Background: an optimization exercise with open tools, aiming at small area and a short achievable clock period. Do not read the settings as production practice. RTL that was checked went through simulation tests only; none was proved equivalent to the original. Power figures rest on the tool's default switching activity, not on a simulated workload.

==> exp/delta: inputs <==
Design tcam, start of the top module:
module tcam #
	(
		parameter WORD_WIDTH = 32,
		parameter ADDR_WIDTH = 4,
		parameter DATA_WIDTH = 32,
		parameter DATA_SIZE_PER_ENTRY = 4
	)
	(
		clk,
		rst_n,
		ack,
		opcode,  
		req,
		clr,
		word,
		mask_in,
		addr_in,
		data_in,
		valid,
		data_out
	);
==> module tcam, before the edit <==
module tcam #
	(
		parameter WORD_WIDTH = 32,
		parameter ADDR_WIDTH = 4,
		parameter DATA_WIDTH = 32,
		parameter DATA_SIZE_PER_ENTRY = 4
	)
	(
		clk,
		rst_n,
		ack,
		opcode,  
		req,
		clr,
		word,
		mask_in,
		addr_in,
		data_in,
		valid,
		data_out
	);
localparam N = 2 ** ADDR_WIDTH;
input wire clk;
input wire rst_n;
input wire ack;
input wire opcode;
input wire req;
input wire clr;
input wire [WORD_WIDTH - 1 : 0] word;
input wire [WORD_WIDTH - 1 : 0] mask_in;
input wire [ADDR_WIDTH - 1 : 0] addr_in;
input wire [DATA_WIDTH - 1 : 0] data_in;
output wire valid;
output wire [DATA_WIDTH - 1 : 0] data_out;
reg [WORD_WIDTH - 1 : 0] mz [0 : N - 1];
reg [WORD_WIDTH - 1 : 0] mo [0 : N - 1];
reg [DATA_WIDTH - 1 : 0] dat [0 : N - 1];
reg [N - 1 : 0] entry_valid;
reg [N - 1 : 0] line_reg;
reg valid_n_reg;  
reg [DATA_WIDTH - 1 : 0] data_reg;
wire wr = req & ~opcode;
wire srch = req & opcode;
wire [WORD_WIDTH - 1 : 0] mo_in = word ^ mask_in;
assign valid = ~(ack | valid_n_reg);
assign data_out = data_reg;
integer e;
always @(posedge clk) begin
	for (e = 0; e < N; e = e + 1) begin
		if (wr && addr_in == e) begin
			mz[e] <= word;
			mo[e] <= mo_in;
			dat[e] <= data_in;
		end
	end
end
always @(posedge clk) begin
	if (!rst_n)
		entry_valid <= {N{1'b0}};
	else if (wr)
		entry_valid[addr_in] <= ~clr;
end
reg [N - 1 : 0] match;
always @(*) begin
	for (e = 0; e < N; e = e + 1)
		match[e] = entry_valid[e] & ~|((word & mo[e]) | (~word & mz[e]));
end
always @(posedge clk) begin
	if (!rst_n)
		line_reg <= {N{1'b0}};
	else if (srch)
		line_reg <= match;
end
reg [N - 1 : 0] first;
reg [N / 4 - 1 : 0] gany;
reg [N / 4 - 1 : 0] gbelow;
reg [N - 1 : 0] below;
reg [DATA_WIDTH - 1 : 0] sel_data;
integer g;
always @(*) begin
	for (g = 0; g < N / 4; g = g + 1)
		gany[g] = |line_reg[4 * g +: 4];
	gbelow[0] = 1'b0;
	for (g = 1; g < N / 4; g = g + 1)
		gbelow[g] = gbelow[g - 1] | gany[g - 1];
	for (e = 0; e < N; e = e + 1) begin
		below[e] = gbelow[e / 4];
		for (g = 4 * (e / 4); g < e; g = g + 1)
			below[e] = below[e] | line_reg[g];
	end
	first = line_reg & ~below;
	sel_data = {DATA_WIDTH{1'b0}};
	for (e = 0; e < N; e = e + 1)
		sel_data = sel_data | ({DATA_WIDTH{first[e]}} & dat[e]);
end
always @(posedge clk) begin
	valid_n_reg <= ~(rst_n & |gany);
	data_reg <= sel_data;
end
endmodule
export LEC_CHECK = 0
export CAP_MARGIN = 20
export CORE_MARGIN = 2
export CORE_UTILIZATION = 45
export CTS_BUF_LIST = sky130_fd_sc_hd__clkbuf_16
export CTS_CLUSTER_DIAMETER = 100
export CTS_CLUSTER_SIZE = 30
export PLACE_DENSITY = 0.6
export SETUP_SLACK_MARGIN = 2.8
export SLEW_MARGIN = 20
create_clock -name core_clock -period 5.0 [get_ports {clk}]
run.sh (not shown) runs the stock make flow with config.mk's settings and CLKGATE_MAP_FILE= SYNTH_SCRIPT=/design/flow/synth_recipe.tcl, a recipe that flattens the netlist after the stock synthesis.
==> exp/raven (differences from exp/delta) <==
--- a/flow/design.v
+++ b/flow/design.v
@@ -32,10 +32,11 @@
 input wire [DATA_WIDTH - 1 : 0] data_in;
 output wire valid;
 output wire [DATA_WIDTH - 1 : 0] data_out;
-reg [WORD_WIDTH - 1 : 0] mz [0 : N - 1];
-reg [WORD_WIDTH - 1 : 0] mo [0 : N - 1];
+reg [WORD_WIDTH - 1 : 1] mz [0 : N - 1];
+reg [WORD_WIDTH - 1 : 1] mo [0 : N - 1];
+reg [N - 1 : 0] mz0;
+reg [N - 1 : 0] mo0;
 reg [DATA_WIDTH - 1 : 0] dat [0 : N - 1];
-reg [N - 1 : 0] entry_valid;
 reg [N - 1 : 0] line_reg;
 reg valid_n_reg;  
 reg [DATA_WIDTH - 1 : 0] data_reg;
@@ -48,22 +49,27 @@
 always @(posedge clk) begin
 	for (e = 0; e < N; e = e + 1) begin
 		if (wr && addr_in == e) begin
-			mz[e] <= word;
-			mo[e] <= mo_in;
+			mz[e] <= word[WORD_WIDTH - 1 : 1];
+			mo[e] <= mo_in[WORD_WIDTH - 1 : 1];
 			dat[e] <= data_in;
 		end
 	end
 end
 always @(posedge clk) begin
-	if (!rst_n)
-		entry_valid <= {N{1'b0}};
-	else if (wr)
-		entry_valid[addr_in] <= ~clr;
+	for (e = 0; e < N; e = e + 1) begin
+		if (!rst_n) begin
+			mz0[e] <= 1'b1;
+			mo0[e] <= 1'b1;
+		end else if (wr && addr_in == e) begin
+			mz0[e] <= clr | word[0];
+			mo0[e] <= clr | mo_in[0];
+		end
+	end
 end
 reg [N - 1 : 0] match;
 always @(*) begin
 	for (e = 0; e < N; e = e + 1)
-		match[e] = entry_valid[e] & ~|((word & mo[e]) | (~word & mz[e]));
+		match[e] = ~|((word & {mo[e], mo0[e]}) | (~word & {mz[e], mz0[e]}));
 end
 always @(posedge clk) begin
 	if (!rst_n)
==> flow/flow/run.sh (new file) <==
#!/bin/bash
# The standard layout, with plain buffers (instead of the default delay
# buffers) on the input and output ports.
set -euo pipefail
export BUFFER_PORTS_ARGS="-buffer_cell sky130_fd_sc_hd__buf_2"
bash standard.sh > standard.log 2>&1
==> flow/standard.sh (new file) <==
#!/bin/bash
# synth_recipe.tcl (not shown) runs the flow's synth.tcl, then flattens the netlist and writes it again
# the make line also repeats each setting of config.mk as NAME=value (left out here)
make -C /OpenROAD-flow-scripts/flow DESIGN_CONFIG=/design/flow/config.mk WORK_HOME=/design/flow/orfs CLKGATE_MAP_FILE= SYNTH_SCRIPT=/design/flow/synth_recipe.tcl "${@:-finish}"
CORE_UTILIZATION = 60   (was 45)
PLACE_DENSITY = 0.75   (was 0.6)
removed: flow/run.sh
==> exp/umber (differences from exp/delta) <==
--- a/flow/design.v
+++ b/flow/design.v
@@ -37,12 +37,12 @@
 reg [DATA_WIDTH - 1 : 0] dat [0 : N - 1];
 reg [N - 1 : 0] entry_valid;
 reg [N - 1 : 0] line_reg;
-reg valid_n_reg;  
+reg valid_reg;
 reg [DATA_WIDTH - 1 : 0] data_reg;
 wire wr = req & ~opcode;
 wire srch = req & opcode;
 wire [WORD_WIDTH - 1 : 0] mo_in = word ^ mask_in;
-assign valid = ~(ack | valid_n_reg);
+assign valid = ~ack & valid_reg;
 assign data_out = data_reg;
 integer e;
 always @(posedge clk) begin
@@ -72,29 +72,19 @@
 		line_reg <= match;
 end
 reg [N - 1 : 0] first;
-reg [N / 4 - 1 : 0] gany;
-reg [N / 4 - 1 : 0] gbelow;
 reg [N - 1 : 0] below;
 reg [DATA_WIDTH - 1 : 0] sel_data;
-integer g;
 always @(*) begin
-	for (g = 0; g < N / 4; g = g + 1)
-		gany[g] = |line_reg[4 * g +: 4];
-	gbelow[0] = 1'b0;
-	for (g = 1; g < N / 4; g = g + 1)
-		gbelow[g] = gbelow[g - 1] | gany[g - 1];
-	for (e = 0; e < N; e = e + 1) begin
-		below[e] = gbelow[e / 4];
-		for (g = 4 * (e / 4); g < e; g = g + 1)
-			below[e] = below[e] | line_reg[g];
-	end
+	below[0] = 1'b0;
+	for (e = 1; e < N; e = e + 1)
+		below[e] = below[e - 1] | line_reg[e - 1];
 	first = line_reg & ~below;
 	sel_data = {DATA_WIDTH{1'b0}};
 	for (e = 0; e < N; e = e + 1)
 		sel_data = sel_data | ({DATA_WIDTH{first[e]}} & dat[e]);
 end
 always @(posedge clk) begin
-	valid_n_reg <= ~(rst_n & |gany);
+	valid_reg <= rst_n & |line_reg;
 	data_reg <= sel_data;
 end
 endmodule
CTS_BUF_LIST = default   (was sky130_fd_sc_hd__clkbuf_16)
CTS_CLUSTER_DIAMETER = default   (was 100)
CTS_CLUSTER_SIZE = default   (was 30)
SETUP_SLACK_MARGIN = default   (was 2.8)
==> summary of the runs <==
exp/delta passed the timing, design-rule and antenna checks. exp/raven ran to the end with no violations. exp/umber finished but fails on antenna rules. Between exp/umber and exp/raven, the lower sequential share of layout area is in exp/umber (gap 2.5 points). The lowest critical path depth belongs to exp/delta, the highest to exp/raven. The highest cell count belongs to exp/umber, the lowest to exp/raven. Between exp/umber and exp/delta, the lower count of clock-buffer cells in the layout is in exp/delta (gap 156). The highest synthesized cell count belongs to exp/raven, the lowest to exp/umber. Sequential power is about the same in exp/delta and exp/umber.

---

==> run M <==
RTL: one of the versions met above, not the one the previous note started from.
==> module tcam, before the edit <==
module tcam #
	(
		parameter WORD_WIDTH = 32,
		parameter ADDR_WIDTH = 4,
		parameter DATA_WIDTH = 32,
		parameter DATA_SIZE_PER_ENTRY = 4
	)
	(
		clk,
		rst_n,
		ack,
		opcode,  
		req,
		clr,
		word,
		mask_in,
		addr_in,
		data_in,
		valid,
		data_out
	);
localparam N = 2 ** ADDR_WIDTH;
input wire clk;
input wire rst_n;
input wire ack;
input wire opcode;
input wire req;
input wire clr;
input wire [WORD_WIDTH - 1 : 0] word;
input wire [WORD_WIDTH - 1 : 0] mask_in;
input wire [ADDR_WIDTH - 1 : 0] addr_in;
input wire [DATA_WIDTH - 1 : 0] data_in;
output wire valid;
output wire [DATA_WIDTH - 1 : 0] data_out;
reg [WORD_WIDTH - 1 : 1] mz [0 : N - 1];
reg [WORD_WIDTH - 1 : 1] mo [0 : N - 1];
reg [N - 1 : 0] mz0;
reg [N - 1 : 0] mo0;
reg [DATA_WIDTH - 1 : 0] dat [0 : N - 1];
reg [N - 1 : 0] line_reg;
reg valid_n_reg;  
reg [DATA_WIDTH - 1 : 0] data_reg;
wire wr = req & ~opcode;
wire srch = req & opcode;
wire [WORD_WIDTH - 1 : 0] mo_in = word ^ mask_in;
assign valid = ~(ack | valid_n_reg);
assign data_out = data_reg;
integer e;
always @(posedge clk) begin
	for (e = 0; e < N; e = e + 1) begin
		if (wr && addr_in == e) begin
			mz[e] <= word[WORD_WIDTH - 1 : 1];
			mo[e] <= mo_in[WORD_WIDTH - 1 : 1];
			dat[e] <= data_in;
		end
	end
end
always @(posedge clk) begin
	for (e = 0; e < N; e = e + 1) begin
		if (!rst_n) begin
			mz0[e] <= 1'b1;
			mo0[e] <= 1'b1;
		end else if (wr && addr_in == e) begin
			mz0[e] <= clr | word[0];
			mo0[e] <= clr | mo_in[0];
		end
	end
end
reg [N - 1 : 0] match;
always @(*) begin
	for (e = 0; e < N; e = e + 1)
		match[e] = ~|((word & {mo[e], mo0[e]}) | (~word & {mz[e], mz0[e]}));
end
always @(posedge clk) begin
	if (!rst_n)
		line_reg <= {N{1'b0}};
	else if (srch)
		line_reg <= match;
end
reg [N - 1 : 0] first;
reg [N / 4 - 1 : 0] gany;
reg [N / 4 - 1 : 0] gbelow;
reg [N - 1 : 0] below;
reg [DATA_WIDTH - 1 : 0] sel_data;
integer g;
always @(*) begin
	for (g = 0; g < N / 4; g = g + 1)
		gany[g] = |line_reg[4 * g +: 4];
	gbelow[0] = 1'b0;
	for (g = 1; g < N / 4; g = g + 1)
		gbelow[g] = gbelow[g - 1] | gany[g - 1];
	for (e = 0; e < N; e = e + 1) begin
		below[e] = gbelow[e / 4];
		for (g = 4 * (e / 4); g < e; g = g + 1)
			below[e] = below[e] | line_reg[g];
	end
	first = line_reg & ~below;
	sel_data = {DATA_WIDTH{1'b0}};
	for (e = 0; e < N; e = e + 1)
		sel_data = sel_data | ({DATA_WIDTH{first[e]}} & dat[e]);
end
always @(posedge clk) begin
	valid_n_reg <= ~(rst_n & |gany);
	data_reg <= sel_data;
end
endmodule
export LEC_CHECK = 0
export CAP_MARGIN = 20
export CORE_MARGIN = 2
export CORE_UTILIZATION = 45
export CTS_BUF_LIST = sky130_fd_sc_hd__clkbuf_16
export CTS_CLUSTER_DIAMETER = 100
export CTS_CLUSTER_SIZE = 30
export PLACE_DENSITY = 0.6
export SETUP_SLACK_MARGIN = 2.8
export SLEW_MARGIN = 20
create_clock -name core_clock -period 5.0 [get_ports {clk}]
standard.sh (not shown) runs the stock make flow with config.mk's settings and CLKGATE_MAP_FILE= SYNTH_SCRIPT=/design/flow/synth_recipe.tcl, a recipe that flattens the netlist after the stock synthesis.
==> flow/flow/run.sh <==
#!/bin/bash
# The standard layout, with plain buffers (instead of the default delay
# buffers) on the input and output ports.
set -euo pipefail
export BUFFER_PORTS_ARGS="-buffer_cell sky130_fd_sc_hd__buf_2"
bash standard.sh > standard.log 2>&1
==> inputs of run K, as changes to run M <==
--- a/flow/design.v
+++ b/flow/design.v
@@ -32,25 +32,26 @@
 input wire [DATA_WIDTH - 1 : 0] data_in;
 output wire valid;
 output wire [DATA_WIDTH - 1 : 0] data_out;
-reg [WORD_WIDTH - 1 : 1] mz [0 : N - 1];
-reg [WORD_WIDTH - 1 : 1] mo [0 : N - 1];
-reg [N - 1 : 0] mz0;
-reg [N - 1 : 0] mo0;
+reg [WORD_WIDTH - 1 : 1] mzn [0 : N - 1];
+reg [WORD_WIDTH - 1 : 1] mon [0 : N - 1];
+reg [N - 1 : 0] mzn0;
+reg [N - 1 : 0] mon0;
 reg [DATA_WIDTH - 1 : 0] dat [0 : N - 1];
-reg [N - 1 : 0] line_reg;
+reg [N - 1 : 0] line_n_reg;  
 reg valid_n_reg;  
 reg [DATA_WIDTH - 1 : 0] data_reg;
 wire wr = req & ~opcode;
 wire srch = req & opcode;
-wire [WORD_WIDTH - 1 : 0] mo_in = word ^ mask_in;
+wire [WORD_WIDTH - 1 : 0] mzn_in = ~word;
+wire [WORD_WIDTH - 1 : 0] mon_in = ~(word ^ mask_in);
 assign valid = ~(ack | valid_n_reg);
 assign data_out = data_reg;
 integer e;
 always @(posedge clk) begin
 	for (e = 0; e < N; e = e + 1) begin
 		if (wr && addr_in == e) begin
-			mz[e] <= word[WORD_WIDTH - 1 : 1];
-			mo[e] <= mo_in[WORD_WIDTH - 1 : 1];
+			mzn[e] <= mzn_in[WORD_WIDTH - 1 : 1];
+			mon[e] <= mon_in[WORD_WIDTH - 1 : 1];
 			dat[e] <= data_in;
 		end
 	end
@@ -58,25 +59,58 @@
 always @(posedge clk) begin
 	for (e = 0; e < N; e = e + 1) begin
 		if (!rst_n) begin
-			mz0[e] <= 1'b1;
-			mo0[e] <= 1'b1;
+			mzn0[e] <= 1'b0;
+			mon0[e] <= 1'b0;
 		end else if (wr && addr_in == e) begin
-			mz0[e] <= clr | word[0];
-			mo0[e] <= clr | mo_in[0];
+			mzn0[e] <= ~clr & mzn_in[0];
+			mon0[e] <= ~clr & mon_in[0];
 		end
 	end
 end
-reg [N - 1 : 0] match;
-always @(*) begin
-	for (e = 0; e < N; e = e + 1)
-		match[e] = ~|((word & {mo[e], mo0[e]}) | (~word & {mz[e], mz0[e]}));
-end
-always @(posedge clk) begin
-	if (!rst_n)
-		line_reg <= {N{1'b0}};
-	else if (srch)
-		line_reg <= match;
-end
+wire [WORD_WIDTH - 1 : 0] word_n = ~word;
+wire [WORD_WIDTH - 1 : 0] mis [0 : N - 1];
+genvar ge, gb;
+generate
+	for (ge = 0; ge < N; ge = ge + 1) begin : g_entry
+		for (gb = 0; gb < WORD_WIDTH; gb = gb + 1) begin : g_bit
+			tcam_mismatch u_mis (
+				.w(word[gb]),
+				.wn(word_n[gb]),
+				.on(gb == 0 ? mon0[ge] : mon[ge][gb]),
+				.zn(gb == 0 ? mzn0[ge] : mzn[ge][gb]),
+				.mis(mis[ge][gb])
+			);
+		end
+	end
+endgenerate
+wire srch_n = ~srch;
+wire [N - 1 : 0] line_reg = ~line_n_reg;
+wire [N - 1 : 0] keep_n = {N{rst_n}} & ({N{srch}} | line_reg);
+wire [N - 1 : 0] line_n_next;
+generate
+	for (ge = 0; ge < N; ge = ge + 1) begin : g_red
+		wire [15 : 0] ok2;
+		wire [3 : 0] bad8;
+		wire [1 : 0] ok16;
+		for (gb = 0; gb < 16; gb = gb + 1) begin : g_ok2
+			tcam_nor2 u_ok2 (.a(mis[ge][2 * gb]), .b(mis[ge][2 * gb + 1]), .y(ok2[gb]));
+		end
+		for (gb = 0; gb < 4; gb = gb + 1) begin : g_bad8
+			tcam_nand4 u_bad8 (.a(ok2[4 * gb +: 4]), .y(bad8[gb]));
+		end
+		tcam_nor2 u_ok16_0 (.a(bad8[0]), .b(bad8[1]), .y(ok16[0]));
+		tcam_nor2 u_ok16_1 (.a(bad8[2]), .b(bad8[3]), .y(ok16[1]));
+		tcam_line_next u_next (
+			.sn(srch_n),
+			.ok0(ok16[0]),
+			.ok1(ok16[1]),
+			.cn(keep_n[ge]),
+			.y(line_n_next[ge])
+		);
+	end
+endgenerate
+always @(posedge clk)
+	line_n_reg <= line_n_next;
 reg [N - 1 : 0] first;
 reg [N / 4 - 1 : 0] gany;
 reg [N / 4 - 1 : 0] gbelow;
@@ -104,3 +138,27 @@
 	data_reg <= sel_data;
 end
 endmodule
+module tcam_mismatch (
+	input wire w,
+	input wire wn,
+	input wire on,
+	input wire zn,
+	output wire mis
+);
+assign mis = ~((wn | on) & (w | zn));
+endmodule
+module tcam_nor2 (input wire a, input wire b, output wire y);
+assign y = ~(a | b);
+endmodule
+module tcam_nand4 (input wire [3 : 0] a, output wire y);
+assign y = ~&a;
+endmodule
+module tcam_line_next (
+	input wire sn,
+	input wire ok0,
+	input wire ok1,
+	input wire cn,
+	output wire y
+);
+assign y = ~((sn | ok0) & (sn | ok1) & cn);
+endmodule
- CORE_UTILIZATION: 45 -> 60
- PLACE_DENSITY: 0.6 -> 0.75
- SYNTH_HIERARCHICAL: not set -> 1
- SYNTH_MINIMUM_KEEP_SIZE: not set -> 0
==> inputs of run Y, as changes to run M <==
==> flow/design.v (replaced) <==
`timescale 1ns / 1ps
  module priority_encoder#
	(
		N = 8  
	)
	(
		in,
		idx,
		vld
	);
input wire [N - 1 : 0] in;
output wire [$clog2(N) - 1 : 0] idx;
output wire vld;
localparam N_K = N / 2;  
generate
    if (N == 2) begin   
		assign vld = in[0] | in[1];
		assign idx = in[0] ? (1'b0) : (in[1] ? (1'b1) : (1'bX));
	end else begin  
		wire [$clog2(N_K) - 1 : 0] idx0, idx1;
		wire vld0, vld1;
		priority_encoder#
		(
			.N(N_K)
		)
		priority_encoder_0
		(
			.in(in[N_K - 1 : 0]),
			.vld(vld0),
			.idx(idx0)
		);
		priority_encoder#
		(
			.N(N_K)
		)
		priority_encoder_1
		(
			.in(in[N - 1 : N_K]),
			.vld(vld1),
			.idx(idx1)
		);
		assign vld = vld0 | vld1;
		assign idx = vld ? (vld0 ? {1'b0, idx0} : {1'b1, idx1}) : (1'bX); 
	end
endgenerate
endmodule
`timescale 1ns / 1ps
 module mem_arr#
	(
		WORD_WIDTH = 8,
		WORD_NUM = 8
	)
	(
		clk,
		rst_n,
		word,
		mask,
		addr,
		opcode,  
		req,
		clr,
		line
	);
input wire clk;
input wire rst_n;
input wire [WORD_WIDTH - 1 : 0] word;
input wire [WORD_WIDTH - 1 : 0] mask;
input wire [$clog2(WORD_NUM) - 1 : 0] addr;
input wire opcode;
input wire req;
input wire clr;
output wire [WORD_NUM - 1 : 0] line;
 reg [2 * WORD_WIDTH - 1 : 0] mem_entries[WORD_NUM - 1 : 0];
reg [WORD_NUM - 1 : 0] entry_valid;
reg [WORD_NUM - 1 : 0] line_reg;
assign line = line_reg;
integer i, j;
always @(posedge clk) begin
	if (rst_n == 1'b0) begin
		entry_valid <= {WORD_NUM{1'b0}};
		for (j = 0; j < WORD_NUM; j = j + 1) begin
			mem_entries[j] <= {2 * WORD_WIDTH{1'b0}};
		end
	end else begin
		if (req == 1'b1 && opcode == 1'b0) begin
			entry_valid[addr] <= ~clr;
			mem_entries[addr][2 * WORD_WIDTH - 1 : WORD_WIDTH] <= word;
			mem_entries[addr][WORD_WIDTH - 1 : 0] <= mask;
		end
	end
end
always @(posedge clk) begin
	if (rst_n == 1'b0) begin
        line_reg <= {WORD_WIDTH{1'b0}};
	end else begin
		if (req == 1'b1 && opcode == 1'b1) begin
			for (i = 0; i < WORD_NUM; i = i + 1) begin
				line_reg[i] <= entry_valid[i] &
				                ((word & mem_entries[i][WORD_WIDTH - 1 : 0]) ==
						mem_entries[i][2 * WORD_WIDTH - 1 : WORD_WIDTH]);
			end
		end
	end
end
endmodule
`timescale 1ns / 1ps
module ram#
	(
		DATA_WIDTH = 8, 
		ADDR_WIDTH = 8
	)
	(
		clk,
		rst_n,
		wr_addr,
		wr_en,
		wr_data,
		rd_addr,
		rd_data
	);
input wire clk;
input wire rst_n;
input wire [ADDR_WIDTH - 1 : 0] wr_addr;
input wire wr_en;
input wire [DATA_WIDTH - 1 : 0] wr_data;
input wire [ADDR_WIDTH - 1 : 0] rd_addr;
output wire [DATA_WIDTH - 1 : 0] rd_data;
(* ram_style="block" *)reg [DATA_WIDTH - 1 : 0] mem[2 ** ADDR_WIDTH - 1 : 0];
reg [DATA_WIDTH - 1 : 0] rd_data_reg;
assign rd_data = rd_data_reg;
integer i;
always @(posedge clk) begin
	if (rst_n == 1'b0) begin
		for (i = 0; i < 2 ** ADDR_WIDTH; i = i + 1) begin
			mem[i] <= {DATA_WIDTH{1'b0}};
		end
	end else begin
		if (wr_en == 1'b1) begin
			mem[wr_addr] <= wr_data; 
		end
		rd_data_reg <= mem[rd_addr];
	end
end
endmodule
`timescale 1ns / 1ps
module tcam#
	(
		WORD_WIDTH = 32,
		ADDR_WIDTH = 4,
		DATA_WIDTH = 32,
		DATA_SIZE_PER_ENTRY = 4
	)
	(
		clk,
		rst_n,
		ack,
		opcode,  
		req,
		clr,
		word,
		mask_in,
		addr_in,
		data_in,
		valid,
		data_out
	);
input wire clk;
input wire rst_n;
input wire ack;
input wire opcode;
input wire req;
input wire clr;
input wire [WORD_WIDTH - 1 : 0] word;
input wire [WORD_WIDTH - 1 : 0] mask_in;
input wire [ADDR_WIDTH - 1 : 0] addr_in;
input wire [DATA_WIDTH - 1 : 0] data_in;
output wire valid;
output wire [DATA_WIDTH - 1 : 0] data_out;
reg valid_reg;
wire valid_wire;
wire vld;
assign valid = ack ? 1'b0 : valid_reg;
wire [2 ** ADDR_WIDTH - 1 : 0] line;
wire [ADDR_WIDTH - 1 : 0] encoded_addr;
assign valid_wire = vld; 
always @(posedge clk) begin
    if (rst_n == 1'b0) begin
        valid_reg <= 1'b0;
    end else begin
        valid_reg <= valid_wire;
    end
end
mem_arr#
	(
		.WORD_WIDTH(WORD_WIDTH),
		.WORD_NUM(2 **ADDR_WIDTH)
	)
mem_arr_0	
	(
		.clk(clk),
		.rst_n(rst_n),
		.opcode(opcode),
		.req(req),
		.clr(clr),
		.word(word),
		.mask(mask_in),
		.addr(addr_in),
		.line(line)
	);
priority_encoder#
	(
		.N(2 ** ADDR_WIDTH)
	)
priority_encoder_0
	(
		.in(line),
		.vld(vld),
		.idx(encoded_addr)
	);
ram#
	(
		.DATA_WIDTH(DATA_WIDTH),
		.ADDR_WIDTH(ADDR_WIDTH)
	)
ram_0
	(
		.clk(clk),
		.rst_n(rst_n),
		.wr_addr(addr_in),
		.wr_en(req & ~opcode),
		.wr_data(data_in),
		.rd_addr(encoded_addr),
		.rd_data(data_out)
	);
endmodule
==> flow/run.sh (new file) <==
#!/bin/bash
# synth_recipe.tcl (not shown) runs the flow's synth.tcl, then flattens the netlist and writes it again
# the make line also repeats each setting of config.mk as NAME=value (left out here)
make -C /OpenROAD-flow-scripts/flow DESIGN_CONFIG=/design/flow/config.mk WORK_HOME=/design/flow/orfs CLKGATE_MAP_FILE= SYNTH_SCRIPT=/design/flow/synth_recipe.tcl finish
- CTS_BUF_LIST: sky130_fd_sc_hd__clkbuf_16 -> not set
- CTS_CLUSTER_DIAMETER: 100 -> not set
- CTS_CLUSTER_SIZE: 30 -> not set
- SETUP_SLACK_MARGIN: 2.8 -> not set
removed: flow/flow/run.sh
removed: flow/standard.sh
==> results.txt <==
| item | run Y | run M | run K |
|---|---|---|---|
| Global Route met1 Usage | 33.9% | 36.3% | 41.4% |
| Clock transition at the registers of the reported paths | 60 ps | 120 ps | 110 ps |
| Part of the total power dissipated in the clock network | 40.4% | 28.0% | 26.6% |
| Detail Placement HPWL | 122000 um | 101000 um | 74700 um |
| Setup repair after global routing missed its margin | false | true | true |
| Global-route wire length before repair | 297000 um | 241000 um | 206000 um |
| Die span in y | 402 um | 363 um | 312 um |
| Max VDD drop | 350 uV | 302 uV | 329 uV |
| Destination of the worst hold path | mem_arr_0.entry_valid[12] | data_reg[15] | data_reg[12] |
| Post-Synthesis Net Count | 5485 | 3314 | 3443 |
| Synth Area in XOR/XNOR | 6.04% | 0.484% | 0.492% |
| Share of the synthesized area in compound gates (AO/OA/AOI/OAI) | 2.05% | 6.89% | 10.0% |
| Status | no timing/DRC/antenna violations | no timing/DRC/antenna violations | no timing/DRC/antenna violations |
| Cell-internal power | 22.8 mW | 17.3 mW | 17.5 mW |
| Met2 usage in global routing | 44.0% | 43.2% | 45.5% |
| Multi-input gate area in the final layout | 22200 um^2 | 11500 um^2 | 10300 um^2 |
| Placer Congestion | 0.842 | 0.892 | 0.786 |
| Diode count | 10 | 0 | 3 |
| M1 WL | 85400 um | 69800 um | 53400 um |
| Final worst hold slack | 490 ps | 454 ps | 461 ps |
| Cells resized by post-CTS repair | 0 | 217 | 102 |
For run Y, only the layout was checked, not whether the RTL still works.

re-timing with driven ports:
How much do the figures lean on ideal ports? The routed layouts below were timed once more, with nothing changed but the port constraints. Step 1 (the two cells are an assumption about what drives the block):
set clk [get_ports {clk}]
set_driving_cell -lib_cell sky130_fd_sc_hd__clkbuf_16 $clk
set_driving_cell -lib_cell sky130_fd_sc_hd__buf_2 [delete_from_list [all_inputs] $clk]
Step 2 times the ports against the registers' clock, not the clock port: input delays grow and output delays shrink by t, the midpoint of the rising clock arrivals with the driver on. Three values: ideal, step 1, step 2; two values: the first two.
| run | shift t [ns] | setup slack, ns | worst register clock-pin slew, ns |
|---|---|---|---|
| exp/delta | 0.788 | 2.710 / 2.650 / 2.013 | 0.12 / 0.12 |
| exp/raven | 0.764 | 2.644 / 2.632 / 1.868 | 0.12 / 0.12 |
| exp/umber | 0.847 | 1.747 / 1.688 / 0.841 | 0.06 / 0.06 |
| run M | 0.802 | 2.619 / 2.616 / 1.870 | 0.12 / 0.12 |
| run K | 0.766 | 2.690 / 2.623 / 1.972 | 0.12 / 0.12 |
| run Y | 0.865 | 0.918 / 0.918 / 0.703 | 0.06 / 0.06 |
The setup slack of exp/umber, which loses most, moves by -0.059 ns with the drivers and by -0.906 ns with both steps.
